Context: an optimization exercise on an open-source flow, tuned for small area, a short achievable clock period and few clock cycles. The choices shown serve that exercise and are no tape-out recipe.
RTL that was checked went through simulation tests only; none was proved equivalent to the original.
The RTL of runs 1 to 4 was laid out without a check of its function.
No activity file was given, so power comes from the tool's default toggle rates.

**design/flow/design.v**
```verilog
module Core (
    clk,
    rst,
    init_PC,
    imem_addr,
    imem_rdata,
    dmem_addr,
    dmem_we,
    dmem_wdata,
    dmem_rdata,
    halted
);
input clk;
input rst;
input [7:0] init_PC;
output [7:0] imem_addr;
input [11:0] imem_rdata;
output [7:0] dmem_addr;
output dmem_we;
output [7:0] dmem_wdata;
input [7:0] dmem_rdata;
output reg halted;
reg [7:0] sa;        
reg fv;              
reg kill;            
reg [3:0] op;        
reg [7:0] imm;
reg jres;            
reg stall;           
reg pend;            
reg z, n;
reg [3:0] cnt;       
reg [7:0] s0, s1;
reg [7:0] below;     
reg e_push;          
reg e_pushi;         
reg e_ld;            
reg e_pop;           
reg e_st;
reg e_alu;
reg e_sub;
reg e_jmp, e_jz, e_jn;   
wire ex_taken = e_jmp | (e_jz & z) | (e_jn & n);
assign imem_addr = sa;
assign dmem_addr = imm;
assign dmem_we = e_st;
assign dmem_wdata = s0;
wire [3:0] rop = imem_rdata[11:8];
wire r_halt = rop[3];
wire r_jmp = (rop == 4'd3);
wire r_jz = (rop == 4'd4);
wire r_jn = (rop == 4'd5);
wire capture = fv & ~kill & ~halted & ~stall & ~ex_taken;
wire early_ok = capture & e_pushi;
wire early_res = early_ok & (r_jmp | r_jz | r_jn);
wire early_taken = early_ok & (r_jmp | (r_jz & z) | (r_jn & n));
wire [3:0] nop = stall ? op : rop;
wire nv = stall | (capture & ~r_halt);
wire njres = stall ? jres : early_res;
wire n_uses = (nop[3:1] != 3'b000);
wire n_stall = e_ld & nv & n_uses;
wire ngo = nv & ~n_stall;
wire n_full = e_push ? (cnt == 4'd7) : ((e_pop | e_alu) ? 1'b0 : cnt[3]);
wire [7:0] alu_b = e_sub ? ~s1 : s1;
wire [7:0] alu_r = s0 + alu_b + {7'd0, e_sub};
wire [7:0] cz = {s0[6:0] | s1[6:0], 1'b0};
wire z_add = &((s0 ^ s1) ~^ cz);
wire z_sub = (s0 == s1);
always @(posedge clk) begin
    if (rst) begin
        sa <= init_PC;
        fv <= 1'b0;
        kill <= 1'b0;
        stall <= 1'b0;
        pend <= 1'b0;
        halted <= 1'b0;
        z <= 1'b0;
        n <= 1'b0;
        cnt <= 4'd0;
        s0 <= 8'd0;
        s1 <= 8'd0;
        e_push <= 1'b0;
        e_pushi <= 1'b0;
        e_ld <= 1'b0;
        e_pop <= 1'b0;
        e_st <= 1'b0;
        e_alu <= 1'b0;
        e_jmp <= 1'b0;
        e_jz <= 1'b0;
        e_jn <= 1'b0;
    end else begin
        fv <= 1'b1;
        kill <= ex_taken | early_taken;
        if (ex_taken)
            sa <= s0;
        else if (early_taken)
            sa <= imm;
        else if (!n_stall)
            sa <= sa + 8'd1;
        if (!stall) begin
            op <= rop;
            imm <= imem_rdata[7:0];
            jres <= early_res;
        end
        if (capture & r_halt)
            halted <= 1'b1;
        stall <= n_stall;
        pend <= e_ld;
        e_push <= ngo & (nop[3:1] == 3'b000) & ~n_full;
        e_pushi <= ngo & (nop == 4'd0) & ~n_full;
        e_ld <= ngo & (nop == 4'd1) & ~n_full;
        e_pop <= ngo & ((nop[3:1] == 3'b001) | (nop[3:1] == 3'b010));
        e_st <= ngo & (nop == 4'd2);
        e_alu <= ngo & (nop[3:1] == 3'b011);
        e_jmp <= ngo & ~njres & (nop == 4'd3);
        e_jz <= ngo & ~njres & (nop == 4'd4);
        e_jn <= ngo & ~njres & (nop == 4'd5);
        if (e_push)
            cnt <= cnt + 4'd1;
        else if (e_pop & (cnt != 4'd0))
            cnt <= cnt - 4'd1;
        else if (e_alu & (cnt != 4'd1))
            cnt <= (cnt == 4'd0) ? 4'd1 : cnt - 4'd1;
        if (e_pushi)
            s0 <= imm;
        else if (e_pop)
            s0 <= s1;
        else if (e_alu)
            s0 <= alu_r;
        else if (pend)
            s0 <= dmem_rdata;
        if (e_push)
            s1 <= pend ? dmem_rdata : s0;
        else if (e_pop | e_alu)
            s1 <= below;
        if (e_alu) begin
            z <= e_sub ? z_sub : z_add;
            n <= alu_r[7];
        end
    end
end
always @(posedge clk)
    e_sub <= (nop == 4'd7);
reg [7:0] f0, f1, f2, f3, f4, f5;
always @(posedge clk) begin
    if (e_push) begin
        case (cnt)
            4'd2: f0 <= s1;
            4'd3: f1 <= s1;
            4'd4: f2 <= s1;
            4'd5: f3 <= s1;
            4'd6: f4 <= s1;
            4'd7: f5 <= s1;
            default: ;
        endcase
    end
end
always @(*) begin
    case (cnt)
        4'd3: below = f0;
        4'd4: below = f1;
        4'd5: below = f2;
        4'd6: below = f3;
        4'd7: below = f4;
        4'd8: below = f5;
        default: below = 8'd0;
    endcase
end
endmodule
```
**design/flow/constraint.sdc**
```tcl
create_clock -name core_clock -period 4.0 [get_ports {clk}]
set_input_delay 0.8000 -clock core_clock [delete_from_list [all_inputs] [get_ports {clk}]]
set_output_delay 0.8000 -clock core_clock [all_outputs]
set_load 0.01 [all_outputs]
```
**design/flow/config.mk**
```make
export PLATFORM = sky130hd
export DESIGN_NAME = Core
export DESIGN_NICKNAME = Core
export VERILOG_FILES = /design/flow/design.v
export SDC_FILE = /design/flow/constraint.sdc
export NUM_CORES = 4
export LEC_CHECK = 0
export ABC_CLOCK_PERIOD_IN_PS = 4000
export CAP_MARGIN = 20
export CORE_MARGIN = 2
export CORE_UTILIZATION = 40
export SETUP_SLACK_MARGIN = 0
export SLEW_MARGIN = 20
```
**design/flow/run.sh**
```bash
#!/bin/bash
# synth_recipe.tcl (not shown) runs the flow's synth.tcl, then flattens the netlist and writes it again
# the make line also repeats each setting of config.mk as NAME=value (left out here)
make -C /OpenROAD-flow-scripts/flow DESIGN_CONFIG=/design/flow/config.mk WORK_HOME=/design/flow/orfs CLKGATE_MAP_FILE= SYNTH_SCRIPT=/design/flow/synth_recipe.tcl finish
```
==> results of run 1 <==
## power by group
| part | leakage [nW] | switching [mW] | total [mW] | internal (mW) |
|---|---|---|---|---|
| clock network | 0.132 | 0.398 | 0.823 | 0.425 |
| logic | 1.09 | 0.112 | 0.238 | 0.125 |
| registers | 0.959 | 0.0430 | 1.24 | 1.19 |
| total | 2.19 | 0.554 | 2.30 | 1.74 |
## layout by cell type, fill, tap and decap left out, types with 18 or more instances in the layout
cell type                         count
sky130_fd_sc_hd__inv_1               23
sky130_fd_sc_hd__ha_1                18
sky130_fd_sc_hd__nor3_1              20
sky130_fd_sc_hd__o21ai_0             21
sky130_fd_sc_hd__nand2_1             26
sky130_fd_sc_hd__edfxtp_1            69
sky130_fd_sc_hd__dfxtp_1             37
sky130_fd_sc_hd__a21oi_1             31
sky130_fd_sc_hd__clkdlybuf4s50_1     55
sky130_fd_sc_hd__nor2_1              25
## cell type report
class	count	area (sq um)	share of cell area
Timing Repair Buffer	58	573	0.0925
Tap cell	172	215	0.0347
Clock buffer	10	229	0.0369
Multi-Input combinational cell	323	2240	0.361
Inverter	24	90.1	0.0145
Clock inverter	6	41.3	0.00666
Sequential cell	106	2810	0.454
## logic make-up (layout without fill, tap and decap cells)
| kind of cell | count (synthesis) | in the layout |
|---|---|---|
| xor+xnor | 27 | 27 |
| simple gates | 143 | 143 |
| fa+ha+maj | 19 | 19 |
| compound gates | 115 | 115 |
| mux | 19 | 19 |
| flops | 106 | 106 |
| buf+inv | 52 | 98 |
## worst min-delay path by stage
stage | slack (ns) | cells after the start | endpoint
after floorplan | 0.46 | 1 | pend
after global placement | 0.50 | 1 | halted
after detailed placement | 0.49 | 1 | halted
after CTS | 0.51 | 1 | halted
after global routing | 0.53 | 1 | pend
final | 0.50 | 1 | halted
## flip-flops by register name, indices dropped and copies added, names as in the netlist, 4 cells and up
| signal | count |
|---|---|
| sa | 8 |
| f2 | 8 |
| s1 | 8 |
| f0 | 8 |
| s0 | 8 |
| op | 4 |
| imm | 8 |
| f3 | 8 |
| f5 | 8 |
| f4 | 8 |
| f1 | 8 |
| cnt | 4 |
## metrics by stage
stage                     cell area, sq um  hold WS (ns)  cells   util
final                                 6200         0.504    699  0.487
after global routing                  6200         0.533    699  0.487
after CTS                             6200         0.507    699  0.487
after detailed placement              5930         0.491    683  0.466
after global placement                5930         0.499    683  0.466
after floorplan                       5250         0.463    481      -
## metal layers
layer | track usage | vias to the layer above | wire (microns)
met1 | 0.251 | 1901 | 5790
met3 | 0.0531 | 12 | 859
met2 | 0.306 | 138 | 6160
met4 | 0.0499 | 0 | 142
li1 | - | 1876 | -
met5 | 0 | - | 0
==> impl_table.tex, run 1 <==
\begin{tabular}{lr}
\hline
Metric & Value \\
\hline
\multicolumn{2}{l}{\textbf{GRT}} \\
\quad Number of global-route vias before repair & 4019 \\
\quad Total routing usage reported by global routing & 0.190 \\
\quad Wire length of the first global-routing pass & 20.9 mm \\
\quad Antenna violations before repair & 0 \\
\quad Pin count of the biggest net entering global routing & 23 \\
\quad GR Overflow Total & 0 \\
\multicolumn{2}{l}{\textbf{Die}} \\
\quad Area of the core & 0.0127 sq mm \\
\quad Num rows & 41 \\
\quad Effective utilization at floorplan & 0.412 \\
\quad Floorplan die width & 119 microns \\
\quad Die Outline Area & 0.0140 sq mm \\
\quad Vertical extent of the die & 119 microns \\
\quad Io pins & 56 \\
\multicolumn{2}{l}{\textbf{Placement}} \\
\quad Placer's final routability congestion estimate & 0.868 \\
\quad Post-DP HPWL & 9.15 mm \\
\quad Number of port buffers & 55 \\
\quad Pre-CTS WS & 0.870 ns \\
\multicolumn{2}{l}{\textbf{Power}} \\
\quad Overall power & 2.30 mW \\
\quad Leakage component of the power & 2.19 nW \\
\quad Power per standard cell area & 371 mW/mm\^{}2 \\
\quad Peak VDD IR & 358 uV \\
\multicolumn{2}{l}{\textbf{CTS}} \\
\quad Resized Gates After CTS & 0 \\
\quad Later-pin clock latency in the skew report & 0.35 ns \\
\quad CTS Root Buffer Type & sky130\_fd\_sc\_hd\_\_clkbuf\_16 \\
\quad Max Buffers Root-to-Sink & 2 \\
\quad Count of hold buffers inserted by post-cts repair & 0 \\
\quad TritonCTS clock tree & built \\
\quad Reg clk slew, reported paths & 0.07 ns \\
\quad Total CTS buffers & 9 \\
\quad CTS sink count & 106 \\
\quad Post-CTS setup buffer count & 0 \\
\quad Number of levels in the clock H-tree & 3 \\
\multicolumn{2}{l}{\textbf{Synthesis}} \\
\quad Post-Synthesis Net Count & 530 \\
\quad Ranking of synthesized cells by instance count & sky130\_fd\_sc\_hd\_\_edfxtp\_1, sky130\_fd\_sc\_hd\_\_dfxtp\_1, sky130\_fd\_sc\_hd\_\_a21oi\_1 \\
\quad Simple-gate share of the synthesized area & 0.147 \\
\quad Cells taking the most area after synthesis & sky130\_fd\_sc\_hd\_\_edfxtp\_1, sky130\_fd\_sc\_hd\_\_dfxtp\_1, sky130\_fd\_sc\_hd\_\_ha\_1, sky130\_fd\_sc\_hd\_\_mux2i\_1, sky130\_fd\_sc\_hd\_\_a21oi\_1 \\
\quad Post-synthesis compound-gate area fraction & 0.151 \\
\quad Most used flip-flop cell after synthesis & sky130\_fd\_sc\_hd\_\_edfxtp\_1 \\
\quad Area share of the largest cell type after synthesis & 0.395 \\
\quad Post-synthesis sequential area ratio & 0.536 \\
\quad Cell type with the largest total area after synthesis & sky130\_fd\_sc\_hd\_\_edfxtp\_1 \\
\quad Number of standard cells after synthesis & 481 \\
\quad Number of register bits inferred by synthesis & 106 \\
\quad Post-synthesis mux area share & 0.0367 \\
\quad Distinct cell type count of the synthesized netlist & 58 \\
\quad Largest family of logic cells by synthesized area & compound AO/OA/AOI/OAI gates \\
\quad Count of synthesis-stage warnings from yosys & 1 \\
\quad Most used standard cell by instance count after synthesis & sky130\_fd\_sc\_hd\_\_edfxtp\_1 \\
\quad Fraction of synthesis flops using an asynchronous set or reset pin & 0 \\
\quad Number of flops mapped to enable cells by yosys & 69 \\
\quad Xor/xnor cell area share of the yosys netlist & 0.0451 \\
\quad Adder-cell area share of the yosys netlist & 0.0468 \\
\quad Summed instance area of the synthesized netlist & 0.00525 sq mm \\
\quad Avg Synthesized Cell Area & 10.9 sq um \\
\multicolumn{2}{l}{\textbf{Setup path}} \\
\quad Crit-path max cell delay & 0.83 ns \\
\quad Logic depth of the worst path, buffers included & 6 \\
\quad Launching element of the worst setup path & cnt[1] \\
\quad Worst Path Arrival & 3.04 ns \\
\quad Setup CP Type & reg2reg \\
\quad Critical-path top delay cell & sky130\_fd\_sc\_hd\_\_a221oi\_1 \\
\quad Launch point of the worst reg-to-reg path & cnt[1] \\
\quad Crit-path cells & inv\_1 -> ha\_1 -> or3b\_2 -> a221oi\_1 -> a211oi\_1 -> and2\_1 \\
\quad Setup slack of the most critical reg-to-reg path & 1.21 ns \\
\quad Worst setup endpoint & e\_ld \\
\quad Logic depth of the worst register-to-register path & 6 \\
\quad Crit path required time & 4.25 ns \\
\quad Cell family with the largest share of critical-path delay & compound AO/OA/AOI/OAI gates \\
\quad Crit. End Element & flip-flop \\
\quad Largest fanout on the critical path & 10 \\
\quad Reg2reg end & e\_ld \\
\quad CP Buf/Inv Count & 1 \\
\quad Setup crit start kind & flip-flop \\
\multicolumn{2}{l}{\textbf{Worst hold path}} \\
\quad Type of the tightest min-delay check & reg2reg \\
\quad HP Start & halted \\
\multicolumn{2}{l}{\textbf{Route}} \\
\quad Final ANT Viol Nets & 0 \\
\quad Detailed Route Iter0 Violations & 300 \\
\quad Drc violations & 0 \\
\quad First-pass DRT Iterations & 5 \\
\quad Vias after detailed routing & 3927 \\
\quad Final routed wire length divided by cell count & 18.5 microns \\
\quad Detailed-route vias per instance & 5.62 \\
\quad Total detailed-routing wirelength & 13.0 mm \\
\multicolumn{2}{l}{\textbf{Timing}} \\
\quad Final setup viols & 0 \\
\quad Setup repair after global routing missed its margin & no \\
\quad Timing-limited maximum frequency & 358 MHz \\
\quad Final worst path period need & 2.79 ns \\
\quad Worst setup slack after layout & 1.21 ns \\
\quad Total count of hold-check failures in the final report & 0 \\
\quad Setup Skew & 0.00526 ns \\
\quad Period Utilization, post-route & 0.698 \\
\quad Final-report max-slew violation count & 0 \\
\quad Post-Route Setup TNS & 0 ns \\
\quad Max transition margin & 0.367 \\
\quad Least-Margin Pin Slew & 0.950 ns \\
\multicolumn{2}{l}{\textbf{Flow run}} \\
\quad Count of maximum capacitance violations & 0 \\
\multicolumn{2}{l}{\textbf{Finish}} \\
\quad Number of diodes added for antenna fixing & 0 \\
\quad Layout cell share with drive strength beyond 1 & 0.0474 \\
\quad Total Nets Final & 571 \\
\quad Fillers & 1209 \\
\quad Layout-stage area growth over the synthesis result & 18.2\% \\
\multicolumn{2}{l}{\textbf{Status}} \\
\quad Run status & finished clean \\
\hline
\end{tabular}
==> inputs of run 2 (changes only) <==
==> design/flow/config.mk (replaced) <==
export PLATFORM = sky130hd
export DESIGN_NAME = Core
export DESIGN_NICKNAME = Core
export VERILOG_FILES = /design/flow/design.v
export SDC_FILE = /design/flow/constraint.sdc
export NUM_CORES = 4
export LEC_CHECK = 0
export ABC_CLOCK_PERIOD_IN_PS = 2500
export CAP_MARGIN = 20
export CORE_MARGIN = 2
export CORE_UTILIZATION = 40
export SETUP_SLACK_MARGIN = 1.5
export SLEW_MARGIN = 20
==> impl_table.tex, run 2 <==
\begin{tabular}{lr}
\hline
Metric & Value \\
\hline
\multicolumn{2}{l}{\textbf{Status}} \\
\quad Run status & finished clean \\
\multicolumn{2}{l}{\textbf{Worst hold path}} \\
\quad Cell depth of the worst min-delay path & 1 \\
\quad HP Start & halted \\
\quad Type of the tightest min-delay check & reg2reg \\
\quad Hold path endpoint & halted \\
\multicolumn{2}{l}{\textbf{Synthesis}} \\
\quad Post-synthesis sequential area ratio & 0.536 \\
\quad Cell type with the largest total area after synthesis & sky130\_fd\_sc\_hd\_\_edfxtp\_1 \\
\quad Cells taking the most area after synthesis & sky130\_fd\_sc\_hd\_\_edfxtp\_1, sky130\_fd\_sc\_hd\_\_dfxtp\_1, sky130\_fd\_sc\_hd\_\_ha\_1, sky130\_fd\_sc\_hd\_\_mux2i\_1, sky130\_fd\_sc\_hd\_\_a21oi\_1 \\
\quad Distinct cell type count of the synthesized netlist & 58 \\
\quad Number of standard cells after synthesis & 481 \\
\quad Most used flip-flop cell after synthesis & sky130\_fd\_sc\_hd\_\_edfxtp\_1 \\
\quad Ranking of synthesized cells by instance count & sky130\_fd\_sc\_hd\_\_edfxtp\_1, sky130\_fd\_sc\_hd\_\_dfxtp\_1, sky130\_fd\_sc\_hd\_\_a21oi\_1 \\
\quad Number of flops mapped to enable cells by yosys & 69 \\
\quad Most used standard cell by instance count after synthesis & sky130\_fd\_sc\_hd\_\_edfxtp\_1 \\
\quad Fraction of synthesis flops using an asynchronous set or reset pin & 0 \\
\quad Summed instance area of the synthesized netlist & 0.00525 sq mm \\
\quad Number of register bits inferred by synthesis & 106 \\
\quad Avg Synthesized Cell Area & 10.9 sq um \\
\quad Area share of the largest cell type after synthesis & 0.395 \\
\quad Count of synthesis-stage warnings from yosys & 1 \\
\quad Post-Synthesis Net Count & 530 \\
\multicolumn{2}{l}{\textbf{CTS}} \\
\quad Max Buffers Root-to-Sink & 2 \\
\quad CTS Root Buffer Type & sky130\_fd\_sc\_hd\_\_clkbuf\_16 \\
\quad Total CTS buffers & 9 \\
\quad Later-pin clock latency in the skew report & 0.35 ns \\
\quad CTS sink count & 106 \\
\quad Reg clk slew, reported paths & 0.07 ns \\
\quad TritonCTS clock tree & built \\
\quad Number of levels in the clock H-tree & 3 \\
\quad Count of hold buffers inserted by post-cts repair & 0 \\
\multicolumn{2}{l}{\textbf{Setup path}} \\
\quad Crit. End Element & flip-flop \\
\quad Logic depth of the worst register-to-register path & 7 \\
\quad Setup slack of the most critical reg-to-reg path & 1.65 ns \\
\quad Launch point of the worst reg-to-reg path & z \\
\quad Setup crit start kind & flip-flop \\
\quad Crit path required time & 4.10 ns \\
\quad Setup CP Type & reg2reg \\
\quad Reg2reg end & sa[2] \\
\quad Largest fanout on the critical path & 8 \\
\quad Worst Path Arrival & 2.45 ns \\
\multicolumn{2}{l}{\textbf{Power}} \\
\quad Switch share & 0.248 \\
\quad Power per standard cell area & 370 mW/mm\^{}2 \\
\quad Clock network fraction of total power & 0.365 \\
\quad Flop pwr share & 0.530 \\
\quad P\_sw & 580 uW \\
\quad Peak VDD IR & 200 uV \\
\quad Internal power of the cells & 1.76 mW \\
\quad Combinational power share & 0.106 \\
\quad Leakage component of the power & 2.27 nW \\
\multicolumn{2}{l}{\textbf{Route}} \\
\quad Final ANT Viol Nets & 0 \\
\quad Detailed-route vias per instance & 5.59 \\
\quad First-pass DRT Iterations & 5 \\
\quad Vias after detailed routing & 3954 \\
\quad Final routed wire length divided by cell count & 18.9 microns \\
\quad Drc violations & 0 \\
\quad Total detailed-routing wirelength & 13.4 mm \\
\quad Detailed Route Iter0 Violations & 282 \\
\multicolumn{2}{l}{\textbf{Finish}} \\
\quad Most common cell after layout, fill and taps aside & sky130\_fd\_sc\_hd\_\_edfxtp\_1 \\
\quad Layout cell share with drive strength beyond 1 & 0.0804 \\
\quad Leading cell types in the layout, fill and taps excluded & sky130\_fd\_sc\_hd\_\_edfxtp\_1, sky130\_fd\_sc\_hd\_\_clkdlybuf4s50\_1, sky130\_fd\_sc\_hd\_\_dfxtp\_1 \\
\quad Layout-stage area growth over the synthesis result & 20.5\% \\
\quad Number of diodes added for antenna fixing & 0 \\
\quad Total Nets Final & 579 \\
\multicolumn{2}{l}{\textbf{Timing}} \\
\quad Post-Route Setup TNS & 0 ns \\
\quad Period Utilization, post-route & 0.588 \\
\quad Final setup viols & 0 \\
\quad Final worst path period need & 2.35 ns \\
\quad Least-Margin Pin Slew & 0.789 ns \\
\quad Total count of hold-check failures in the final report & 0 \\
\quad Timing-limited maximum frequency & 426 MHz \\
\quad Final-report max-slew violation count & 0 \\
\quad Setup Skew & 0.00925 ns \\
\quad Max transition margin & 0.473 \\
\quad Worst Hold Margin & 0.507 ns \\
\quad Setup repair after global routing missed its margin & no \\
\multicolumn{2}{l}{\textbf{Die}} \\
\quad Floorplan die width & 119 microns \\
\quad Die Outline Area & 0.0140 sq mm \\
\quad Effective utilization at floorplan & 0.412 \\
\quad Vertical extent of the die & 119 microns \\
\quad Num rows & 41 \\
\quad Area of the core & 0.0127 sq mm \\
\quad Io pins & 56 \\
\multicolumn{2}{l}{\textbf{GRT}} \\
\quad Total routing usage reported by global routing & 0.198 \\
\quad Antenna violations before repair & 0 \\
\quad Pin count of the biggest net entering global routing & 23 \\
\quad Number of global-route vias before repair & 4011 \\
\quad Wire length of the first global-routing pass & 21.8 mm \\
\quad GR Overflow Total & 0 \\
\multicolumn{2}{l}{\textbf{Placement}} \\
\quad Placer's final routability congestion estimate & 0.835 \\
\quad Number of port buffers & 55 \\
\quad Post-DP HPWL & 9.41 mm \\
\multicolumn{2}{l}{\textbf{Flow run}} \\
\quad Count of maximum capacitance violations & 0 \\
\hline
\end{tabular}
-- run 2: cell counts after synthesis --
Identical to the previous run, type by type.
-- run 2: repair_timing --
item	in CTS	in global routing
pin swaps	3	2
setup buffers	9	0
resized for setup	7	11
endpoints found under the setup margin	22	16
-- run 2: per-layer routing --
metal / global-route usage / vias to the layer above / routed length (microns)
li1: - / 1902 / -
met1: 0.262 / 1917 / 5960
met2: 0.323 / 120 / 6470
met3: 0.0420 / 15 / 762
met4: 0.0662 / 0 / 159
met5: 0 / - / 0
-- run 2: logic make-up after synthesis --
kind of cell / share of synthesized area
flip-flops: 0.536
AND/OR/NAND/NOR: 0.147
XOR/XNOR: 0.0451
adder cells (fa/ha/maj): 0.0468
multiplexers: 0.0367
buffers and inverters: 0.0372
AO/OA/AOI/OAI: 0.151
-- run 2: worst max path at each step --
stage	startpoint	end	slack (ns)	cells past startpoint
2_1_floorplan	imem_rdata[11]	sa[4]	1.39	4
3_3_place_gp	imem_rdata[11]	sa[4]	0.76	5
3_5_place_dp	imem_rdata[11]	sa[4]	0.66	5
4_1_cts	rst	sa[4]	1.50	4
5_1_grt	s1[0]	s0[4]	1.50	8
6_report	z	sa[2]	1.65	7
-- run 2: power by group through the flow --
stage / clock network [mW] / registers [mW] / logic (mW)
final: 0.852 / 1.24 / 0.247
after floorplan: 0 / 1.25 / 0.136
after detailed placement: 0 / 1.26 / 0.239
after global routing: 0.912 / 1.24 / 0.271
after global placement: 0 / 1.26 / 0.234
after CTS: 0.866 / 1.24 / 0.245
-- run 2: area by class of cell --
| class | instances | area [sq um] |
|---|---|---|
| Clock buffer | 10 | 229 |
| Clock inverter | 6 | 48.8 |
| Fill cell | 1201 | 6400 |
| Inverter | 24 | 93.8 |
| Multi-Input combinational cell | 323 | 2270 |
| Sequential cell | 106 | 2820 |
| Tap cell | 172 | 215 |
| Timing Repair Buffer | 66 | 646 |
-- run 2: worst max-delay path, stage by stage (launching register included) --
cell and delay [ns]:
sky130_fd_sc_hd__dfxtp_1 0.34, sky130_fd_sc_hd__a221o_2 0.42, sky130_fd_sc_hd__or4_4 0.53, sky130_fd_sc_hd__a2111oi_4 0.23
sky130_fd_sc_hd__buf_6 0.19, sky130_fd_sc_hd__buf_4 0.13, sky130_fd_sc_hd__mux2i_1 0.18, sky130_fd_sc_hd__o21ai_0 0.09
-- run 2: through the flow --
step	worst slack (ns)	area, sq um	total power [mW]	utilization	cells
2_1_floorplan	1.39	5250	1.39	-	481
3_3_place_gp	0.758	5920	1.50	0.466	682
3_5_place_dp	0.657	5920	1.50	0.466	682
4_1_cts	1.50	6280	2.35	0.494	707
5_1_grt	1.50	6320	2.43	0.497	707
6_report	1.65	6320	2.34	0.497	707
==> inputs of run 3 (changes only) <==
==> design/flow/config.mk (replaced) <==
export PLATFORM = sky130hd
export DESIGN_NAME = Core
export DESIGN_NICKNAME = Core
export VERILOG_FILES = /design/flow/design.v
export SDC_FILE = /design/flow/constraint.sdc
export NUM_CORES = 4
export LEC_CHECK = 0
export ABC_CLOCK_PERIOD_IN_PS = 2000
export CAP_MARGIN = 20
export CORE_MARGIN = 2
export CORE_UTILIZATION = 40
export SETUP_SLACK_MARGIN = 2.0
export SLEW_MARGIN = 20
==> impl_table.tex, run 3 <==
\begin{tabular}{lr}
\hline
Metric & Value \\
\hline
\multicolumn{2}{l}{\textbf{Timing}} \\
\quad Total count of hold-check failures in the final report & 0 \\
\quad Timing-limited maximum frequency & 422 MHz \\
\quad Max transition margin & 0.460 \\
\quad Period Utilization, post-route & 0.592 \\
\quad Post-Route Setup TNS & 0 ns \\
\quad Final-report max-slew violation count & 0 \\
\quad Final worst path period need & 2.37 ns \\
\quad Final setup viols & 0 \\
\quad Least-Margin Pin Slew & 0.808 ns \\
\quad Setup Skew & 0.0138 ns \\
\quad Setup repair after global routing missed its margin & yes \\
\multicolumn{2}{l}{\textbf{GRT}} \\
\quad GR Overflow Total & 0 \\
\quad Grt met1 use & 0.265 \\
\quad Wire length of the first global-routing pass & 22.1 mm \\
\quad Routing usage on met2 & 0.326 \\
\quad Pin count of the biggest net entering global routing & 36 \\
\quad Number of global-route vias before repair & 4168 \\
\quad Total routing usage reported by global routing & 0.200 \\
\quad Antenna violations before repair & 0 \\
\quad GRT busiest layer & met2 \\
\quad Met3 capacity usage during global routing & 0.0425 \\
\multicolumn{2}{l}{\textbf{Setup path}} \\
\quad Setup slack of the most critical reg-to-reg path & 1.63 ns \\
\quad Launch point of the worst reg-to-reg path & stall \\
\quad Cell family with the largest share of critical-path delay & simple AND/OR/NAND/NOR gates \\
\quad Reg2reg end & sa[4] \\
\quad Crit-path cells & or3b\_4 -> or4\_4 -> a2111oi\_4 -> buf\_4 -> buf\_12 -> mux2i\_1 -> a221o\_1 \\
\quad Largest fanout on the critical path & 5 \\
\quad Crit path required time & 4.11 ns \\
\quad Setup CP Type & reg2reg \\
\quad Logic depth of the worst register-to-register path & 7 \\
\quad Crit. End Element & flip-flop \\
\quad Worst Path Arrival & 2.48 ns \\
\quad Crit-path max cell delay & 0.52 ns \\
\quad Critical-path top delay cell & sky130\_fd\_sc\_hd\_\_or4\_4 \\
\quad Setup crit start kind & flip-flop \\
\quad CP Buf/Inv Count & 2 \\
\multicolumn{2}{l}{\textbf{Die}} \\
\quad Floorplan die width & 119 microns \\
\quad Effective utilization at floorplan & 0.412 \\
\quad Num rows & 41 \\
\quad Io pins & 56 \\
\quad Vertical extent of the die & 119 microns \\
\quad Die Outline Area & 0.0140 sq mm \\
\quad Area of the core & 0.0127 sq mm \\
\multicolumn{2}{l}{\textbf{Worst hold path}} \\
\quad Hold path endpoint & pend \\
\quad Type of the tightest min-delay check & reg2reg \\
\quad HP Start & e\_ld \\
\quad Cell depth of the worst min-delay path & 1 \\
\multicolumn{2}{l}{\textbf{Route}} \\
\quad Final routed wire length divided by cell count & 18.9 microns \\
\quad First-pass DRT Iterations & 4 \\
\quad Total detailed-routing wirelength & 13.7 mm \\
\quad Drc violations & 0 \\
\quad Final ANT Viol Nets & 0 \\
\quad Detailed-route vias per instance & 5.66 \\
\quad Vias after detailed routing & 4120 \\
\quad Detailed Route Iter0 Violations & 338 \\
\multicolumn{2}{l}{\textbf{Power}} \\
\quad Leakage component of the power & 2.52 nW \\
\quad Overall power & 2.39 mW \\
\quad Power per standard cell area & 357 mW/mm\^{}2 \\
\quad Peak VDD IR & 216 uV \\
\multicolumn{2}{l}{\textbf{CTS}} \\
\quad Total CTS buffers & 9 \\
\quad Later-pin clock latency in the skew report & 0.35 ns \\
\quad Max Buffers Root-to-Sink & 2 \\
\quad CTS Root Buffer Type & sky130\_fd\_sc\_hd\_\_clkbuf\_16 \\
\quad Number of levels in the clock H-tree & 3 \\
\quad Reg clk slew, reported paths & 0.08 ns \\
\quad Count of hold buffers inserted by post-cts repair & 0 \\
\quad TritonCTS clock tree & built \\
\quad CTS sink count & 106 \\
\multicolumn{2}{l}{\textbf{Placement}} \\
\quad Placed Instance Area & 0.00596 sq mm \\
\quad Number of port buffers & 55 \\
\quad Post-DP HPWL & 8.99 mm \\
\quad Number of cells after detailed placement & 683 \\
\quad Placer's final routability congestion estimate & 0.844 \\
\multicolumn{2}{l}{\textbf{Synthesis}} \\
\quad Fraction of synthesis flops using an asynchronous set or reset pin & 0 \\
\quad Distinct cell type count of the synthesized netlist & 58 \\
\quad Most used flip-flop cell after synthesis & sky130\_fd\_sc\_hd\_\_edfxtp\_1 \\
\quad Summed instance area of the synthesized netlist & 0.00525 sq mm \\
\quad Number of flops mapped to enable cells by yosys & 69 \\
\quad Count of synthesis-stage warnings from yosys & 1 \\
\quad Post-synthesis sequential area ratio & 0.536 \\
\quad Most used standard cell by instance count after synthesis & sky130\_fd\_sc\_hd\_\_edfxtp\_1 \\
\quad Cells taking the most area after synthesis & sky130\_fd\_sc\_hd\_\_edfxtp\_1, sky130\_fd\_sc\_hd\_\_dfxtp\_1, sky130\_fd\_sc\_hd\_\_ha\_1, sky130\_fd\_sc\_hd\_\_mux2i\_1, sky130\_fd\_sc\_hd\_\_a21oi\_1 \\
\quad Cell type with the largest total area after synthesis & sky130\_fd\_sc\_hd\_\_edfxtp\_1 \\
\quad Post-Synthesis Net Count & 530 \\
\quad Avg Synthesized Cell Area & 10.9 sq um \\
\quad Ranking of synthesized cells by instance count & sky130\_fd\_sc\_hd\_\_edfxtp\_1, sky130\_fd\_sc\_hd\_\_dfxtp\_1, sky130\_fd\_sc\_hd\_\_a21oi\_1 \\
\quad Number of standard cells after synthesis & 481 \\
\quad Area share of the largest cell type after synthesis & 0.395 \\
\quad Number of register bits inferred by synthesis & 106 \\
\multicolumn{2}{l}{\textbf{Finish}} \\
\quad Count of placed standard cells in the final layout, fillers left out & 728 \\
\quad Most common cell after layout, fill and taps aside & sky130\_fd\_sc\_hd\_\_edfxtp\_1 \\
\quad Layout-stage area growth over the synthesis result & 27.6\% \\
\quad Number of diodes added for antenna fixing & 0 \\
\quad Final non-filler cell area & 0.00669 sq mm \\
\quad Total Nets Final & 600 \\
\quad Layout cell share with drive strength beyond 1 & 0.194 \\
\quad Leading cell types in the layout, fill and taps excluded & sky130\_fd\_sc\_hd\_\_edfxtp\_1, sky130\_fd\_sc\_hd\_\_a21oi\_1, sky130\_fd\_sc\_hd\_\_dlygate4sd2\_1 \\
\multicolumn{2}{l}{\textbf{Status}} \\
\quad Run status & finished clean \\
\multicolumn{2}{l}{\textbf{Flow run}} \\
\quad Count of maximum capacitance violations & 0 \\
\hline
\end{tabular}
==> run 3: cell counts after synthesis <==
Identical to the previous run, type by type.
==> run 3: through the flow <==
| stage | hold slack, ns | util | setup WS [ns] |
|---|---|---|---|
| 2_1_floorplan | 0.463 | - | 1.39 |
| 3_3_place_gp | 0.493 | 0.469 | 0.758 |
| 3_5_place_dp | 0.488 | 0.469 | 0.735 |
| 4_1_cts | 0.505 | 0.515 | 1.50 |
| 5_1_grt | 0.521 | 0.526 | 1.52 |
| 6_report | 0.510 | 0.526 | 1.63 |
==> run 3: how the worst max path moves through the flow <==
stage | start | end | cells after the start
finish | stall | sa[4] | 7
global placement | imem_rdata[11] | sa[4] | 5
global route | stall | sa[6] | 7
CTS | z | sa[7] | 6
floorplan | imem_rdata[11] | sa[4] | 4
detailed placement | imem_rdata[11] | sa[4] | 5
==> run 3: kinds of logic (layout without fill, tap and decap cells) <==
logic type | Yosys count | after routing | synth area share
simple gates | 143 | 143 | 0.147
compound gates | 115 | 115 | 0.151
buf+inv | 52 | 127 | 0.0372
mux | 19 | 19 | 0.0367
flops | 106 | 106 | 0.536
xor+xnor | 27 | 27 | 0.0451
fa+ha+maj | 19 | 19 | 0.0468
==> run 3: report_power, final <==
part           switching, mW  leakage [nW]  internal [mW]  total [mW]
Clock                  0.444         0.145          0.443       0.886
Combinational          0.136          1.40          0.137       0.272
Sequential            0.0366         0.969           1.19        1.23
==> run 3: final cells by class <==
| cell class | instances | area (sq um) |
|---|---|---|
| fillers | 1155 | 6030 |
| flip-flops and latches | 106 | 2840 |
| multi-input cells | 323 | 2420 |
| repair buffers | 87 | 823 |
| clock buffers | 9 | 225 |
| well taps | 172 | 215 |
| inverters | 24 | 90.1 |
| clock inverters | 7 | 71.3 |
==> run 3: timing repair <==
item / CTS / global route
hold endpoints to repair: 0 / 0
pin swaps: 9 / 12
gates cloned: 1 / 0
resized for setup: 69 / 32
endpoints found under the setup margin: 115 / 49
setup buffers: 21 / 7
==> run 3: metal layers <==
metal | routed length (microns) | share of wire
met5 | 0 | 0
met1 | 6250 | 0.46
met3 | 722 | 0.053
met2 | 6610 | 0.48
met4 | 142 | 0.010
==> inputs of run 4 (changes only) <==
==> design/flow/config.mk (replaced) <==
export PLATFORM = sky130hd
export DESIGN_NAME = Core
export DESIGN_NICKNAME = Core
export VERILOG_FILES = /design/flow/design.v
export SDC_FILE = /design/flow/constraint.sdc
export NUM_CORES = 4
export LEC_CHECK = 0
export ABC_CLOCK_PERIOD_IN_PS = 1500
export CAP_MARGIN = 20
export CORE_MARGIN = 2
export CORE_UTILIZATION = 40
export SETUP_SLACK_MARGIN = 2.5
export SLEW_MARGIN = 20
==> impl_table.tex, run 4 <==
\begin{tabular}{lr}
\hline
Metric & Value \\
\hline
\multicolumn{2}{l}{\textbf{Synthesis}} \\
\quad Summed instance area of the synthesized netlist & 0.00525 sq mm \\
\quad Count of synthesis-stage warnings from yosys & 1 \\
\quad Most used standard cell by instance count after synthesis & sky130\_fd\_sc\_hd\_\_edfxtp\_1 \\
\quad Most used flip-flop cell after synthesis & sky130\_fd\_sc\_hd\_\_edfxtp\_1 \\
\quad Number of standard cells after synthesis & 481 \\
\quad Post-Synthesis Net Count & 530 \\
\quad Number of flops mapped to enable cells by yosys & 69 \\
\quad Ranking of synthesized cells by instance count & sky130\_fd\_sc\_hd\_\_edfxtp\_1, sky130\_fd\_sc\_hd\_\_dfxtp\_1, sky130\_fd\_sc\_hd\_\_a21oi\_1 \\
\quad Cell type with the largest total area after synthesis & sky130\_fd\_sc\_hd\_\_edfxtp\_1 \\
\quad Post-synthesis sequential area ratio & 0.536 \\
\quad Cells taking the most area after synthesis & sky130\_fd\_sc\_hd\_\_edfxtp\_1, sky130\_fd\_sc\_hd\_\_dfxtp\_1, sky130\_fd\_sc\_hd\_\_ha\_1, sky130\_fd\_sc\_hd\_\_mux2i\_1, sky130\_fd\_sc\_hd\_\_a21oi\_1 \\
\quad Fraction of synthesis flops using an asynchronous set or reset pin & 0 \\
\quad Area share of the largest cell type after synthesis & 0.395 \\
\quad Distinct cell type count of the synthesized netlist & 58 \\
\quad Number of register bits inferred by synthesis & 106 \\
\quad Avg Synthesized Cell Area & 10.9 sq um \\
\multicolumn{2}{l}{\textbf{Route}} \\
\quad Highest metal layer used by the detailed router & met4 \\
\quad Final ANT Viol Nets & 0 \\
\quad Detailed-route vias per instance & 5.65 \\
\quad Drc violations & 0 \\
\quad Detail Route met2 WL & 7.42 mm \\
\quad First-pass DRT Iterations & 5 \\
\quad Total detailed-routing wirelength & 15.3 mm \\
\quad Detailed Route Iter0 Violations & 367 \\
\quad Vias after detailed routing & 4425 \\
\quad Final routed wire length divided by cell count & 19.5 microns \\
\quad Detailed-route wire length on metal 1 & 6.63 mm \\
\quad Met3 wirelength from detailed routing & 930 microns \\
\multicolumn{2}{l}{\textbf{CTS}} \\
\quad Later-pin clock latency in the skew report & 0.35 ns \\
\quad Reg clk slew, reported paths & 0.08 ns \\
\quad Max Buffers Root-to-Sink & 2 \\
\quad CTS Root Buffer Type & sky130\_fd\_sc\_hd\_\_clkbuf\_16 \\
\quad CTS sink count & 106 \\
\quad Number of levels in the clock H-tree & 3 \\
\quad Total CTS buffers & 9 \\
\quad TritonCTS clock tree & built \\
\multicolumn{2}{l}{\textbf{Timing}} \\
\quad Final setup viols & 0 \\
\quad Post-Route Setup TNS & 0 ns \\
\quad Total count of hold-check failures in the final report & 0 \\
\quad Max transition margin & 0.711 \\
\quad Period Utilization, post-route & 0.577 \\
\quad Timing-limited maximum frequency & 433 MHz \\
\quad Final-report max-slew violation count & 0 \\
\quad Setup Skew & 0.00593 ns \\
\quad Setup repair after global routing missed its margin & yes \\
\quad Final worst path period need & 2.31 ns \\
\quad Least-Margin Pin Slew & 0.433 ns \\
\multicolumn{2}{l}{\textbf{Setup path}} \\
\quad Largest fanout on the critical path & 8 \\
\quad Cell family with the largest share of critical-path delay & simple AND/OR/NAND/NOR gates \\
\quad Critical-path top delay cell & sky130\_fd\_sc\_hd\_\_or4\_4 \\
\quad CP Buf/Inv Count & 2 \\
\quad Setup CP Type & reg2reg \\
\quad Crit. End Element & flip-flop \\
\quad Crit path required time & 4.11 ns \\
\quad Crit-path max cell delay & 0.54 ns \\
\quad Worst Path Arrival & 2.42 ns \\
\quad Library cell appearing most often on the critical path & sky130\_fd\_sc\_hd\_\_buf\_6 \\
\quad Crit-path cells & or3b\_1 -> or4\_4 -> a2111oi\_4 -> buf\_6 -> buf\_6 -> mux2i\_1 -> a21oi\_1 \\
\quad Setup crit start kind & flip-flop \\
\multicolumn{2}{l}{\textbf{Die}} \\
\quad Die Outline Area & 0.0140 sq mm \\
\quad Io pins & 56 \\
\quad Vertical extent of the die & 119 microns \\
\quad Area of the core & 0.0127 sq mm \\
\quad Effective utilization at floorplan & 0.412 \\
\quad Num rows & 41 \\
\quad Floorplan die width & 119 microns \\
\multicolumn{2}{l}{\textbf{Flow run}} \\
\quad Count of maximum capacitance violations & 0 \\
\multicolumn{2}{l}{\textbf{Placement}} \\
\quad Placer's final routability congestion estimate & 0.857 \\
\quad Post-DP HPWL & 9.38 mm \\
\quad Number of port buffers & 55 \\
\multicolumn{2}{l}{\textbf{Finish}} \\
\quad Final cell utilization of the core & 0.599 \\
\quad Total Nets Final & 655 \\
\quad Layout-stage area growth over the synthesis result & 45.2\% \\
\quad Number of diodes added for antenna fixing & 0 \\
\quad Most common cell after layout, fill and taps aside & sky130\_fd\_sc\_hd\_\_edfxtp\_1 \\
\quad Layout cell share with drive strength beyond 1 & 0.424 \\
\quad Fillers & 1057 \\
\quad Leading cell types in the layout, fill and taps excluded & sky130\_fd\_sc\_hd\_\_edfxtp\_1, sky130\_fd\_sc\_hd\_\_buf\_4, sky130\_fd\_sc\_hd\_\_buf\_6 \\
\multicolumn{2}{l}{\textbf{GRT}} \\
\quad Wire length of the first global-routing pass & 23.3 mm \\
\quad Total routing usage reported by global routing & 0.213 \\
\quad Antenna violations before repair & 0 \\
\quad GR Overflow Total & 0 \\
\quad Pin count of the biggest net entering global routing & 23 \\
\quad Number of global-route vias before repair & 4355 \\
\multicolumn{2}{l}{\textbf{Power}} \\
\quad Peak VDD IR & 271 uV \\
\quad Power per standard cell area & 329 mW/mm\^{}2 \\
\quad Overall power & 2.50 mW \\
\quad Leakage component of the power & 2.83 nW \\
\multicolumn{2}{l}{\textbf{Status}} \\
\quad Run status & finished clean \\
\multicolumn{2}{l}{\textbf{Worst hold path}} \\
\quad Type of the tightest min-delay check & reg2reg \\
\hline
\end{tabular}
[run 4: logic make-up after synthesis]
logic type / share of synthesized area
AND/OR/NAND/NOR: 0.147
AO/OA/AOI/OAI: 0.151
flip-flops: 0.536
buffers and inverters: 0.0372
XOR/XNOR: 0.0451
multiplexers: 0.0367
adder cells (fa/ha/maj): 0.0468
[run 4: cell type report]
class / instances / area (sq um) / share of cell area
Timing Repair Buffer: 142 / 1270 / 0.167
Sequential cell: 106 / 2910 / 0.382
Multi-Input combinational cell: 323 / 2810 / 0.369
Inverter: 24 / 108 / 0.0141
Tap cell: 172 / 215 / 0.0283
Clock buffer: 9 / 225 / 0.0296
Clock inverter: 7 / 80.1 / 0.0105
[run 4: where the power goes]
part | switching, mW | internal [mW] | leakage [nW] | total (mW)
Sequential | 0.0351 | 1.18 | 0.981 | 1.22
Clock | 0.427 | 0.497 | 0.154 | 0.924
Combinational | 0.171 | 0.189 | 1.69 | 0.359
[run 4: routing by layer]
metal / vias to the layer above / GRT usage
li1: 2063 / -
met1: 2150 / 0.278
met2: 185 / 0.346
met3: 27 / 0.0492
met4: 0 / 0.0766
met5: - / 0
[run 4: what timing repair did]
item / in CTS / in global routing
pin swaps: 51 / 49
endpoints found under the setup margin: 144 / 104
hold buffers: 0 / 0
gates resized for setup: 232 / 63
buffers inserted: 69 / 16
gates cloned: 1 / 0
[run 4: stage by stage]
| step | cell area [sq um] | worst slack [ns] | hold WS, ns | std cells |
|---|---|---|---|---|
| 5_1_grt | 7620 | 1.61 | 0.484 | 783 |
| 3_5_place_dp | 6050 | 0.716 | 0.481 | 681 |
| 2_1_floorplan | 5460 | 1.39 | 0.463 | 481 |
| 3_3_place_gp | 6050 | 0.776 | 0.492 | 681 |
| 6_report | 7620 | 1.69 | 0.483 | 783 |
| 4_1_cts | 7210 | 1.64 | 0.499 | 767 |
[run 4: path summary, 6_finish.rpt]
check	slack (ns)	startpoint	cells after the start	to
worst min-delay path	0.48	s1[6]	0	f5[6]
worst max register to register	1.69	stall	7	sa[1]
worst max-delay path	1.69	stall	7	sa[1]
worst min register to register	0.48	s1[6]	0	f5[6]
[run 4: worst register-to-register path, cell delays in order, from the launching register on]
cell and delay (ns):
sky130_fd_sc_hd__dfxtp_4 0.35, sky130_fd_sc_hd__or3b_1 0.36, sky130_fd_sc_hd__or4_4 0.54, sky130_fd_sc_hd__a2111oi_4 0.23
sky130_fd_sc_hd__buf_6 0.20, sky130_fd_sc_hd__buf_6 0.11, sky130_fd_sc_hd__mux2i_1 0.19, sky130_fd_sc_hd__a21oi_1 0.09
==> inputs of run 5 (changes only) <==
--- a/design/flow/design.v
+++ b/design/flow/design.v
@@ -21,18 +21,15 @@
 input [7:0] dmem_rdata;
 output reg halted;
 reg [7:0] sa;        
-reg fv;              
 reg kill;            
 reg [3:0] op;        
 reg [7:0] imm;
-reg jres;            
 reg stall;           
 reg pend;            
 reg z, n;
 reg [3:0] cnt;       
 reg [7:0] s0, s1;
 reg [7:0] below;     
-reg e_push;          
 reg e_pushi;         
 reg e_ld;            
 reg e_pop;           
@@ -40,6 +37,7 @@
 reg e_alu;
 reg e_sub;
 reg e_jmp, e_jz, e_jn;   
+wire e_push = e_pushi | e_ld;    
 wire ex_taken = e_jmp | (e_jz & z) | (e_jn & n);
 assign imem_addr = sa;
 assign dmem_addr = imm;
@@ -50,17 +48,16 @@
 wire r_jmp = (rop == 4'd3);
 wire r_jz = (rop == 4'd4);
 wire r_jn = (rop == 4'd5);
-wire capture = fv & ~kill & ~halted & ~stall & ~ex_taken;
-wire early_ok = capture & e_pushi;
-wire early_res = early_ok & (r_jmp | r_jz | r_jn);
-wire early_taken = early_ok & (r_jmp | (r_jz & z) | (r_jn & n));
+wire capture = ~kill & ~halted & ~stall & ~ex_taken;
+wire early_res = e_pushi & (r_jmp | r_jz | r_jn);
+wire early_taken = e_pushi & (r_jmp | (r_jz & z) | (r_jn & n));
 wire [3:0] nop = stall ? op : rop;
 wire nv = stall | (capture & ~r_halt);
-wire njres = stall ? jres : early_res;
-wire n_uses = (nop[3:1] != 3'b000);
-wire n_stall = e_ld & nv & n_uses;
+wire njres = ~stall & early_res;    
+wire n_stall = e_ld & ~r_halt & (rop[3:1] != 3'b000);
 wire ngo = nv & ~n_stall;
 wire n_full = e_push ? (cnt == 4'd7) : ((e_pop | e_alu) ? 1'b0 : cnt[3]);
+wire [7:0] sa_inc = sa + 8'd1;
 wire [7:0] alu_b = e_sub ? ~s1 : s1;
 wire [7:0] alu_r = s0 + alu_b + {7'd0, e_sub};
 wire [7:0] cz = {s0[6:0] | s1[6:0], 1'b0};
@@ -69,8 +66,7 @@
 always @(posedge clk) begin
     if (rst) begin
         sa <= init_PC;
-        fv <= 1'b0;
-        kill <= 1'b0;
+        kill <= 1'b1;
         stall <= 1'b0;
         pend <= 1'b0;
         halted <= 1'b0;
@@ -79,7 +75,6 @@
         cnt <= 4'd0;
         s0 <= 8'd0;
         s1 <= 8'd0;
-        e_push <= 1'b0;
         e_pushi <= 1'b0;
         e_ld <= 1'b0;
         e_pop <= 1'b0;
@@ -89,24 +84,17 @@
         e_jz <= 1'b0;
         e_jn <= 1'b0;
     end else begin
-        fv <= 1'b1;
         kill <= ex_taken | early_taken;
-        if (ex_taken)
-            sa <= s0;
-        else if (early_taken)
-            sa <= imm;
-        else if (!n_stall)
-            sa <= sa + 8'd1;
+        sa <= ({8{ex_taken}} & s0) | ({8{early_taken}} & imm) |
+              ({8{n_stall}} & sa) | ({8{~(ex_taken | early_taken | n_stall)}} & sa_inc);
         if (!stall) begin
             op <= rop;
             imm <= imem_rdata[7:0];
-            jres <= early_res;
         end
         if (capture & r_halt)
             halted <= 1'b1;
         stall <= n_stall;
         pend <= e_ld;
-        e_push <= ngo & (nop[3:1] == 3'b000) & ~n_full;
         e_pushi <= ngo & (nop == 4'd0) & ~n_full;
         e_ld <= ngo & (nop == 4'd1) & ~n_full;
         e_pop <= ngo & ((nop[3:1] == 3'b001) | (nop[3:1] == 3'b010));
==> design/flow/config.mk (replaced) <==
export PLATFORM = sky130hd
export DESIGN_NAME = Core
export DESIGN_NICKNAME = Core
export VERILOG_FILES = /design/flow/design.v
export SDC_FILE = /design/flow/constraint.sdc
export NUM_CORES = 4
export LEC_CHECK = 0
export ABC_CLOCK_PERIOD_IN_PS = 2500
export CAP_MARGIN = 20
export CORE_MARGIN = 2
export CORE_UTILIZATION = 40
export SETUP_SLACK_MARGIN = 1.5
export SLEW_MARGIN = 20
==> impl_table.tex, run 5 <==
\begin{tabular}{lr}
\hline
Metric & Value \\
\hline
\multicolumn{2}{l}{\textbf{Die}} \\
\quad Effective utilization at floorplan & 0.407 \\
\quad Num rows & 41 \\
\quad Floorplan die width & 117 microns \\
\quad Vertical extent of the die & 117 microns \\
\quad Area of the core & 0.0126 sq mm \\
\quad Die Outline Area & 0.0137 sq mm \\
\quad Io pins & 56 \\
\multicolumn{2}{l}{\textbf{Route}} \\
\quad Detailed-route vias per instance & 5.70 \\
\quad Vias after detailed routing & 3996 \\
\quad Final ANT Viol Nets & 0 \\
\quad Drc violations & 0 \\
\quad First-pass DRT Iterations & 6 \\
\quad Total detailed-routing wirelength & 13.3 mm \\
\quad Final routed wire length divided by cell count & 18.9 microns \\
\quad Detailed Route Iter0 Violations & 401 \\
\multicolumn{2}{l}{\textbf{Finish}} \\
\quad Layout-stage area growth over the synthesis result & 19.0\% \\
\quad Leading cell types in the layout, fill and taps excluded & sky130\_fd\_sc\_hd\_\_edfxtp\_1, sky130\_fd\_sc\_hd\_\_clkdlybuf4s50\_1, sky130\_fd\_sc\_hd\_\_dfxtp\_1 \\
\quad Layout cell share with drive strength beyond 1 & 0.0681 \\
\quad Total Nets Final & 574 \\
\quad Most common cell after layout, fill and taps aside & sky130\_fd\_sc\_hd\_\_edfxtp\_1 \\
\quad Final cell utilization of the core & 0.485 \\
\quad Number of diodes added for antenna fixing & 0 \\
\multicolumn{2}{l}{\textbf{Worst hold path}} \\
\quad Type of the tightest min-delay check & reg2reg \\
\quad HP Start & halted \\
\multicolumn{2}{l}{\textbf{Synthesis}} \\
\quad Post-Synthesis Net Count & 532 \\
\quad Number of register bits inferred by synthesis & 103 \\
\quad Most used flip-flop cell after synthesis & sky130\_fd\_sc\_hd\_\_edfxtp\_1 \\
\quad Distinct cell type count of the synthesized netlist & 56 \\
\quad Number of standard cells after synthesis & 482 \\
\quad Count of synthesis-stage warnings from yosys & 1 \\
\quad Post-synthesis sequential area ratio & 0.520 \\
\quad Cell type with the largest total area after synthesis & sky130\_fd\_sc\_hd\_\_edfxtp\_1 \\
\quad Ranking of synthesized cells by instance count & sky130\_fd\_sc\_hd\_\_edfxtp\_1, sky130\_fd\_sc\_hd\_\_dfxtp\_1, sky130\_fd\_sc\_hd\_\_a21oi\_1 \\
\quad Number of flops mapped to enable cells by yosys & 60 \\
\quad Area share of the largest cell type after synthesis & 0.352 \\
\quad Avg Synthesized Cell Area & 10.6 sq um \\
\quad Cells taking the most area after synthesis & sky130\_fd\_sc\_hd\_\_edfxtp\_1, sky130\_fd\_sc\_hd\_\_dfxtp\_1, sky130\_fd\_sc\_hd\_\_ha\_1, sky130\_fd\_sc\_hd\_\_a21oi\_1, sky130\_fd\_sc\_hd\_\_xnor2\_1 \\
\quad Summed instance area of the synthesized netlist & 0.00512 sq mm \\
\quad Most used standard cell by instance count after synthesis & sky130\_fd\_sc\_hd\_\_edfxtp\_1 \\
\quad Fraction of synthesis flops using an asynchronous set or reset pin & 0 \\
\multicolumn{2}{l}{\textbf{Power}} \\
\quad Leakage component of the power & 2.18 nW \\
\quad Power per standard cell area & 366 mW/mm\^{}2 \\
\quad Overall power & 2.23 mW \\
\quad Peak VDD IR & 250 uV \\
\multicolumn{2}{l}{\textbf{CTS}} \\
\quad Resized Gates After CTS & 0 \\
\quad Reg clk slew, reported paths & 0.07 ns \\
\quad Total CTS buffers & 9 \\
\quad CTS Root Buffer Type & sky130\_fd\_sc\_hd\_\_clkbuf\_16 \\
\quad Later-pin clock latency in the skew report & 0.35 ns \\
\quad CTS sink count & 103 \\
\quad Max Buffers Root-to-Sink & 2 \\
\quad Number of levels in the clock H-tree & 3 \\
\quad Count of hold buffers inserted by post-cts repair & 0 \\
\quad TritonCTS clock tree & built \\
\quad Post-CTS setup buffer count & 0 \\
\multicolumn{2}{l}{\textbf{Status}} \\
\quad Run status & finished clean \\
\multicolumn{2}{l}{\textbf{Timing}} \\
\quad Worst setup slack after layout & 1.65 ns \\
\quad Period Utilization, post-route & 0.587 \\
\quad Total count of hold-check failures in the final report & 0 \\
\quad Post-Route Setup TNS & 0 ns \\
\quad Setup repair after global routing missed its margin & no \\
\quad Timing-limited maximum frequency & 426 MHz \\
\quad Final worst path period need & 2.35 ns \\
\quad Final setup viols & 0 \\
\quad Least-Margin Pin Slew & 0.809 ns \\
\quad Max transition margin & 0.460 \\
\quad Setup Skew & 0.00900 ns \\
\quad Final-report max-slew violation count & 0 \\
\multicolumn{2}{l}{\textbf{Setup path}} \\
\quad Setup CP Type & in2reg \\
\quad Crit. End Element & flip-flop \\
\quad Launching element of the worst setup path & imem\_rdata[11] \\
\quad Crit path required time & 4.21 ns \\
\quad Setup slack of the most critical reg-to-reg path & 1.67 ns \\
\quad Worst setup endpoint & e\_st \\
\quad Launch point of the worst reg-to-reg path & s1[0] \\
\quad Setup crit start kind & input port \\
\quad Logic depth of the worst register-to-register path & 8 \\
\quad Reg2reg end & s0[6] \\
\quad Worst Path Arrival & 2.56 ns \\
\quad Largest fanout on the critical path & 9 \\
\multicolumn{2}{l}{\textbf{GRT}} \\
\quad Pin count of the biggest net entering global routing & 26 \\
\quad Number of global-route vias before repair & 3816 \\
\quad GR Overflow Total & 0 \\
\quad Total routing usage reported by global routing & 0.203 \\
\quad Antenna violations before repair & 0 \\
\quad Wire length of the first global-routing pass & 20.7 mm \\
\multicolumn{2}{l}{\textbf{Placement}} \\
\quad Placer's final routability congestion estimate & 0.865 \\
\quad Number of port buffers & 55 \\
\quad Pre-CTS WS & 1.29 ns \\
\quad Post-DP HPWL & 9.55 mm \\
\multicolumn{2}{l}{\textbf{Flow run}} \\
\quad Count of maximum capacitance violations & 0 \\
\hline
\end{tabular}
[run 5: changes by cell type after synthesis, sizes merged, moves of 7 or more]
| cell | previous run | this run |
|---|---|---|
| a221oi | 1 | 14 |
| mux2i | 17 | 4 |
| clkbuf | 28 | 16 |
| buf | 0 | 11 |
| nand2 | 26 | 36 |
| a31oi | 9 | 0 |
| edfxtp | 69 | 60 |
| inv | 23 | 32 |
| nor3 | 20 | 11 |
| a32oi | 0 | 8 |
| a221o | 2 | 9 |
| a22oi | 0 | 7 |
| and3 | 15 | 8 |
[run 5: area by class of cell]
class                           count  area (sq um)
Clock inverter                      7          63.8
Multi-Input combinational cell    320          2230
Inverter                           32           120
Timing Repair Buffer               58           573
Sequential cell                   103          2670
Tap cell                          172           215
Clock buffer                        9           225
Fill cell                        1184          6480
[run 5: metal layers]
metal	up-vias	track usage	share of wire
met2	92	0.310	0.48
met3	9	0.0448	0.043
met5	-	0	0
met1	1989	0.294	0.47
met4	0	0.0510	0.0090
li1	1906	-	-
[run 5: worst min path at each step]
| stage | endpoint | slack (ns) | cells after the start |
|---|---|---|---|
| 6_report | halted | 0.51 | 2 |
| 5_1_grt | halted | 0.54 | 2 |
| 3_5_place_dp | halted | 0.49 | 2 |
| 4_1_cts | halted | 0.51 | 2 |
| 2_1_floorplan | pend | 0.47 | 1 |
| 3_3_place_gp | halted | 0.50 | 2 |
[run 5: worst max-delay path: stages]
cell,delay (ns)
sky130_fd_sc_hd__clkdlybuf4s50_1,0.53
sky130_fd_sc_hd__nand2b_1,0.23
sky130_fd_sc_hd__nor2_1,0.49
sky130_fd_sc_hd__nor2_1,0.07
sky130_fd_sc_hd__o21ai_1,0.32
sky130_fd_sc_hd__nor4_1,0.11
[run 5: where the power goes]
part | total (mW) | switching [mW] | internal, mW
sequential | 1.17 | 0.0348 | 1.14
clock | 0.858 | 0.423 | 0.436
combinational | 0.199 | 0.0910 | 0.108
total | 2.23 | 0.549 | 1.68
[run 5: logic make-up (layout without fill, tap and decap cells)]
group                      count (synthesis)  after routing  share of synthesized area
muxes                                     11             11                     0.0232
DFF                                      103            103                      0.520
and+or+nand+nor                          124            124                      0.121
xor gates and xnor gates                  28             28                     0.0494
buffers and inverters                     59            106                     0.0452
adders and majority gates                 20             20                     0.0504
AOI/OAI and AO/OA                        137            137                      0.191
[run 5: metrics by stage]
step	instances	instance area, sq um	hold WS, ns
finish	701	6090	0.507
floorplan	482	5120	0.470
global placement	685	5800	0.501
CTS	701	6080	0.512
detailed placement	685	5800	0.494
global route	701	6090	0.540
Testbench counts of run 5, summed over its fixed seeds: cycles 39,427.
==> inputs of run 6 (changes only) <==
--- a/design/flow/config.mk
+++ b/design/flow/config.mk
@@ -8,6 +8,7 @@
 export ABC_CLOCK_PERIOD_IN_PS = 2500
 export CAP_MARGIN = 20
 export CORE_MARGIN = 2
-export CORE_UTILIZATION = 40
+export CORE_UTILIZATION = 65
+export CTS_BUF_LIST = sky130_fd_sc_hd__clkbuf_4 sky130_fd_sc_hd__clkbuf_8
 export SETUP_SLACK_MARGIN = 1.5
 export SLEW_MARGIN = 20
==> impl_table.tex, run 6 <==
\begin{tabular}{lr}
\hline
Metric & Value \\
\hline
\multicolumn{2}{l}{\textbf{GRT}} \\
\quad Number of global-route vias before repair & 4037 \\
\quad Pin count of the biggest net entering global routing & 23 \\
\quad GR Overflow Total & 0 \\
\quad Wire length of the first global-routing pass & 20.0 mm \\
\quad Total routing usage reported by global routing & 0.298 \\
\quad Antenna violations before repair & 0 \\
\multicolumn{2}{l}{\textbf{CTS}} \\
\quad Reg clk slew, reported paths & 0.10 ns \\
\quad Later-pin clock latency in the skew report & 0.36 ns \\
\quad Total CTS buffers & 9 \\
\quad CTS Root Buffer Type & sky130\_fd\_sc\_hd\_\_clkbuf\_8 \\
\quad Max Buffers Root-to-Sink & 2 \\
\quad Number of levels in the clock H-tree & 3 \\
\quad TritonCTS clock tree & built \\
\quad Count of hold buffers inserted by post-cts repair & 0 \\
\quad Post-CTS setup buffer count & 0 \\
\quad CTS sink count & 103 \\
\multicolumn{2}{l}{\textbf{Timing}} \\
\quad Final setup viols & 0 \\
\quad Timing-limited maximum frequency & 417 MHz \\
\quad Period Utilization, post-route & 0.599 \\
\quad Worst Hold Margin & 0.516 ns \\
\quad Total count of hold-check failures in the final report & 0 \\
\quad Setup Skew & 0.00978 ns \\
\quad Max transition margin & 0.487 \\
\quad Final worst path period need & 2.40 ns \\
\quad Setup repair after global routing missed its margin & no \\
\quad Least-Margin Pin Slew & 0.768 ns \\
\quad Final-report max-slew violation count & 0 \\
\quad Post-Route Setup TNS & 0 ns \\
\multicolumn{2}{l}{\textbf{Synthesis}} \\
\quad Simple-gate share of the synthesized area & 0.121 \\
\quad Post-synthesis mux area share & 0.0232 \\
\quad Cells taking the most area after synthesis & sky130\_fd\_sc\_hd\_\_edfxtp\_1, sky130\_fd\_sc\_hd\_\_dfxtp\_1, sky130\_fd\_sc\_hd\_\_ha\_1, sky130\_fd\_sc\_hd\_\_a21oi\_1, sky130\_fd\_sc\_hd\_\_xnor2\_1 \\
\quad Number of standard cells after synthesis & 482 \\
\quad Adder-cell area share of the yosys netlist & 0.0504 \\
\quad Ranking of synthesized cells by instance count & sky130\_fd\_sc\_hd\_\_edfxtp\_1, sky130\_fd\_sc\_hd\_\_dfxtp\_1, sky130\_fd\_sc\_hd\_\_a21oi\_1 \\
\quad Cell type with the largest total area after synthesis & sky130\_fd\_sc\_hd\_\_edfxtp\_1 \\
\quad Xor/xnor cell area share of the yosys netlist & 0.0494 \\
\quad Avg Synthesized Cell Area & 10.6 sq um \\
\quad Most used standard cell by instance count after synthesis & sky130\_fd\_sc\_hd\_\_edfxtp\_1 \\
\quad Post-synthesis sequential area ratio & 0.520 \\
\quad Post-synthesis compound-gate area fraction & 0.191 \\
\quad Summed instance area of the synthesized netlist & 0.00512 sq mm \\
\quad Largest family of logic cells by synthesized area & compound AO/OA/AOI/OAI gates \\
\quad Area share of the largest cell type after synthesis & 0.352 \\
\quad Fraction of synthesis flops using an asynchronous set or reset pin & 0 \\
\quad Count of synthesis-stage warnings from yosys & 1 \\
\quad Number of flops mapped to enable cells by yosys & 60 \\
\quad Most used flip-flop cell after synthesis & sky130\_fd\_sc\_hd\_\_edfxtp\_1 \\
\quad Post-Synthesis Net Count & 532 \\
\quad Distinct cell type count of the synthesized netlist & 56 \\
\quad Number of register bits inferred by synthesis & 103 \\
\multicolumn{2}{l}{\textbf{Die}} \\
\quad Floorplan die width & 92.7 microns \\
\quad Effective utilization at floorplan & 0.666 \\
\quad Io pins & 56 \\
\quad Vertical extent of the die & 92.7 microns \\
\quad Die Outline Area & 0.00860 sq mm \\
\quad Num rows & 32 \\
\quad Area of the core & 0.00769 sq mm \\
\multicolumn{2}{l}{\textbf{Finish}} \\
\quad Most common cell after layout, fill and taps aside & sky130\_fd\_sc\_hd\_\_edfxtp\_1 \\
\quad Final non-filler cell area & 0.00594 sq mm \\
\quad Multi-input logic area & 0.00223 sq mm \\
\quad Layout-stage area growth over the synthesis result & 16.0\% \\
\quad Leading cell types in the layout, fill and taps excluded & sky130\_fd\_sc\_hd\_\_edfxtp\_1, sky130\_fd\_sc\_hd\_\_clkdlybuf4s50\_1, sky130\_fd\_sc\_hd\_\_dfxtp\_1 \\
\quad Total Nets Final & 574 \\
\quad Layout cell share with drive strength beyond 1 & 0.0662 \\
\quad Fillers & 517 \\
\quad Area of all sequential standard cells & 0.00266 sq mm \\
\quad Number of diodes added for antenna fixing & 0 \\
\quad Count of placed standard cells in the final layout, fillers left out & 631 \\
\multicolumn{2}{l}{\textbf{Route}} \\
\quad Vias after detailed routing & 4066 \\
\quad Detailed-route vias per instance & 6.44 \\
\quad Final ANT Viol Nets & 0 \\
\quad Final routed wire length divided by cell count & 19.2 microns \\
\quad Drc violations & 0 \\
\quad Detailed Route Iter0 Violations & 318 \\
\quad Total detailed-routing wirelength & 12.1 mm \\
\quad First-pass DRT Iterations & 5 \\
\multicolumn{2}{l}{\textbf{Setup path}} \\
\quad Setup CP Type & in2reg \\
\quad Worst Path Arrival & 2.62 ns \\
\quad Setup crit start kind & input port \\
\quad Largest fanout on the critical path & 9 \\
\quad Crit path required time & 4.23 ns \\
\quad Crit. End Element & flip-flop \\
\multicolumn{2}{l}{\textbf{Power}} \\
\quad Internal power of the cells & 1.61 mW \\
\quad Peak VDD IR & 221 uV \\
\quad Flop pwr share & 0.558 \\
\quad P\_sw & 490 uW \\
\quad Overall power & 2.10 mW \\
\quad Combinational power share & 0.096 \\
\quad Leakage component of the power & 2.16 nW \\
\quad Clock network fraction of total power & 0.346 \\
\quad Power per standard cell area & 353 mW/mm\^{}2 \\
\quad Switch share & 0.234 \\
\multicolumn{2}{l}{\textbf{Placement}} \\
\quad Number of cells after detailed placement & 615 \\
\quad Placer's final routability congestion estimate & 0.876 \\
\quad Number of port buffers & 55 \\
\quad Post-DP HPWL & 8.57 mm \\
\quad Placed Instance Area & 0.00571 sq mm \\
\multicolumn{2}{l}{\textbf{Worst hold path}} \\
\quad Type of the tightest min-delay check & reg2reg \\
\multicolumn{2}{l}{\textbf{Flow run}} \\
\quad Count of maximum capacitance violations & 0 \\
\multicolumn{2}{l}{\textbf{Status}} \\
\quad Run status & finished clean \\
\hline
\end{tabular}
==> run 6: cell counts after synthesis <==
Identical to the previous run, type by type.
==> run 6: final cells by class <==
class	instances	share of cell area
sequential	103	0.449
multi-input combinational	320	0.375
timing repair buffer	58	0.0965
tap	102	0.0215
clock buffer	9	0.0209
inverter	32	0.0202
clock inverter	7	0.0173
==> run 6: worst paths after layout <==
kind                                      from  depth (start not counted)  slack [ns]  endpoint
worst min register to register          halted                          2        0.52    halted
worst min-delay path                    halted                          2        0.52    halted
worst max-delay path            imem_rdata[11]                          6        1.60   e_pushi
worst max register to register           s1[0]                          8        1.69     s0[6]
==> run 6: logic make-up after synthesis <==
group,count (synthesis)
AND/OR/NAND/NOR,124
multiplexers,11
buffers and inverters,59
AO/OA/AOI/OAI,137
flip-flops,103
XOR/XNOR,28
adder cells (fa/ha/maj),20
==> run 6: critical path, cell delays in order <==
cell                              delay, ns
sky130_fd_sc_hd__clkdlybuf4s50_1       0.53
sky130_fd_sc_hd__nand2b_1              0.24
sky130_fd_sc_hd__nor2_1                0.49
sky130_fd_sc_hd__nor2_1                0.09
sky130_fd_sc_hd__o21ai_1               0.35
sky130_fd_sc_hd__nor4_1                0.12
==> run 6: power by group through the flow <==
stage / Sequential [mW] / Combinational (mW) / Clock, mW
after global routing: 1.17 / 0.217 / 0.786
after detailed placement: 1.19 / 0.198 / 0
after CTS: 1.17 / 0.200 / 0.730
after global placement: 1.19 / 0.193 / 0
final: 1.17 / 0.200 / 0.725
after floorplan: 1.19 / 0.102 / 0
==> run 6: stage by stage <==
step | setup WS (ns) | utilization
2_1_floorplan | 2.06 | -
3_3_place_gp | 1.31 | 0.743
3_5_place_dp | 1.26 | 0.743
4_1_cts | 1.53 | 0.772
5_1_grt | 1.50 | 0.772
6_report | 1.60 | 0.772
==> run 6: metal layers <==
metal  share of wire  routed length (microns)  global-route usage  vias up
li1                -                        -                   -     1901
met1            0.40                     4900               0.390     1933
met2            0.49                     5980               0.493      207
met3           0.079                      954              0.0561       25
met4           0.022                      267               0.119        0
met5               0                        0                   0        -
==> run 6: timing repair <==
action                     CTS  global route
hold endpoints to repair     0             0
setup endpoints to repair    0            10
gates resized for setup      0             2

Check on run 6: ideal ports give 1.603 ns setup slack; a clkbuf_16 on the clock port and buf_2 on the inputs give 1.613 ns; moving port delays by the midpoint clock arrival (0.388 ns) as well gives 1.226 ns.
